Context: an optimization exercise on an open-source flow, tuned for small area and a short achievable clock period. The choices shown serve that exercise and are no tape-out recipe. The RTL was checked by simulation tests, not by an equivalence proof against the original design.

==> flow/design.v (excerpt) <==
module final_log(clk, reset, base, in_data, out_data);
    input clk, reset;
    input [1:0] base;
    input [31:0] in_data;
    output reg [31:0] out_data;
    function [20:0] tn0;
        input [1:0] b;
        input [2:0] d;    
        begin
            case ({b[1], b[1] ? 1'b0 : b[0], d})
                5'b00000: tn0 = 21'h1fffff;
                5'b00001: tn0 = 21'h1d2eba;
                5'b00010: tn0 = 21'h1e730d;
                5'b00011: tn0 = 21'h1ba1c8;
                5'b00100: tn0 = 21'h1f2e7a;
                5'b00101: tn0 = 21'h1c5d35;
                5'b00110: tn0 = 21'h1da188;
                5'b00111: tn0 = 21'h1ad043;
                5'b01000: tn0 = 21'h1fffff;
                5'b01001: tn0 = 21'h198336;
                5'b01010: tn0 = 21'h1c6e00;
                5'b01011: tn0 = 21'h15f137;
                5'b01100: tn0 = 21'h1e1d8f;
                5'b01101: tn0 = 21'h17a0c6;
                5'b01110: tn0 = 21'h1a8b90;
                5'b01111: tn0 = 21'h140ec7;
                5'b10000: tn0 = 21'h1fffff;
                5'b10001: tn0 = 21'h16a3fd;
                5'b10010: tn0 = 21'h1ad961;
                5'b10011: tn0 = 21'h117d5f;
                5'b10100: tn0 = 21'h1d47fc;
                5'b10101: tn0 = 21'h13ebfa;
                5'b10110: tn0 = 21'h18215e;
                5'b10111: tn0 = 21'hec55c;
                default: tn0 = 21'h1fffff;
            endcase
        end
    endfunction
  ...
Size in the first run: ~1900 cells after synthesis, roughly 30 flip-flops, roughly 13000 um^2 of cells after synthesis.
clock: 60.0 ns
lec_check: 0
abc_area: 1
cap_margin: 20
core_margin: 2
core_utilization: 40
slew_margin: 20
standard.sh (not shown) runs the stock make flow with config.mk's settings and CLKGATE_MAP_FILE= SYNTH_SCRIPT=/design/flow/synth_recipe.tcl, a recipe that flattens the netlist after the stock synthesis.
==> flow/flow/run.sh <==
#!/bin/bash
# The standard layout (the standard.sh: ORFS from synthesis to the final
# layout, unchanged), with ORFS's timing repair asked to leave 35 ns of setup
# slack instead of none, so that it sizes and buffers the critical paths.
# Ports get buf_1 buffers rather than the delay cells buffer_ports picks on
# its own; the timing repair resizes them where that matters.
# The ORFS logs keep each tool's output; run.log keeps make's.
set -euo pipefail
bash standard.sh SETUP_SLACK_MARGIN=35 "BUFFER_PORTS_ARGS=-buffer_cell sky130_fd_sc_hd__buf_1" finish > run.log 2>&1
The starting point produced a clean layout.
Change:
==> flow/flow/run.sh (replaced) <==
#!/bin/bash
set -euo pipefail
bash standard.sh SETUP_SLACK_MARGIN=35 "BUFFER_PORTS_ARGS=-buffer_cell sky130_fd_sc_hd__buf_1" SKIP_GATE_CLONING=1 finish > run.log 2>&1
Effect:
- synthesized cell count is unchanged
- hold slack is about the same
- die area stays the same
- design area is lower by about 0.5%
- global-route usage is about the same
- cell count hardly moves
- worst setup slack gains 0.060 ns
- area after synthesis does not change
- sequential share of layout area hardly moves
- routed wire length is lower by 0.42%
Change:
==> flow/flow/run.sh (replaced) <==
#!/bin/bash
# The standard layout, with ORFS's timing repair asked to leave 38 ns of setup
# slack (a 22 ns period) instead of none, so that it sizes and buffers the
# critical paths; every tool's output is kept in the ORFS logs and in run.log.
set -euo pipefail
bash standard.sh SETUP_SLACK_MARGIN=38 finish > run.log 2>&1
- synthesized cell count stays the same
- wire length went up by 17%
- first-iteration DRC count went up by 9.3%
- die area stays the same
- critical path depth went down by 9
- global-route usage went up by 2.4 points
- final cell count went up by 6.9%
- worst hold slack is better by 0.33 ns
- via count went up by 9.1%
Change:
==> flow/run.sh (new file) <==
#!/bin/bash
# synth_recipe.tcl (not shown) runs the flow's synth.tcl, then flattens the netlist and writes it again
# the make line also repeats each setting of config.mk as NAME=value (left out here)
make -C /OpenROAD-flow-scripts/flow DESIGN_CONFIG=/design/flow/config.mk WORK_HOME=/design/flow/orfs CLKGATE_MAP_FILE= SYNTH_SCRIPT=/design/flow/synth_recipe.tcl finish
CAP_MARGIN = 70   (was 20)
SLEW_MARGIN = 70   (was 20)
removed: flow/flow/run.sh
removed: flow/standard.sh
Result:
- via count decreases by 9.6%
- sequential share of layout area went up by 0.96 points
- utilization shrinks by 9.7 points
- area after synthesis is unchanged
- die area is unchanged
- design area drops by 18%

afterwards: timing with drivers on the ports:
How much do the figures lean on ideal ports? The routed layouts below were timed once more, with nothing changed but the port constraints.
Step 1 sets driving cells, clkbuf_16 on the clock port and buf_2 on the other inputs (assumed; they add their load-dependent delay and slew).
Step 2 moves the port delays by t, midway between the first and last clock arrival at a register: inputs arrive t later, outputs are due t later. That takes back most of the time a late clock gives input paths.
Slacks: ideal ports / drivers / drivers and shift; pairs: ideal ports / drivers.
| run | t (ns) | setup slack, ns | worst hold slack (ns) | worst setup path after step 2 | slew at the worst register clock pin (ns) |
|---|---|---|---|---|---|
| the first run | 0.327 | 35.880 / 35.838 / 36.165 | 11.753 / 11.731 / 12.058 | register to output | 0.06 / 0.06 |
| the second run | 0.327 | 35.941 / 35.898 / 36.172 | 11.753 / 11.730 / 12.057 | input to register | 0.06 / 0.06 |
| the third run | 0.332 | 36.777 / 36.734 / 37.066 | 12.085 / 12.062 / 12.394 | register to output | 0.06 / 0.06 |
| the fourth run | 0.322 | 33.836 / 33.800 / 34.122 | 12.054 / 12.039 / 12.361 | register to output | 0.05 / 0.05 |
After both steps every run listed still meets setup and hold.
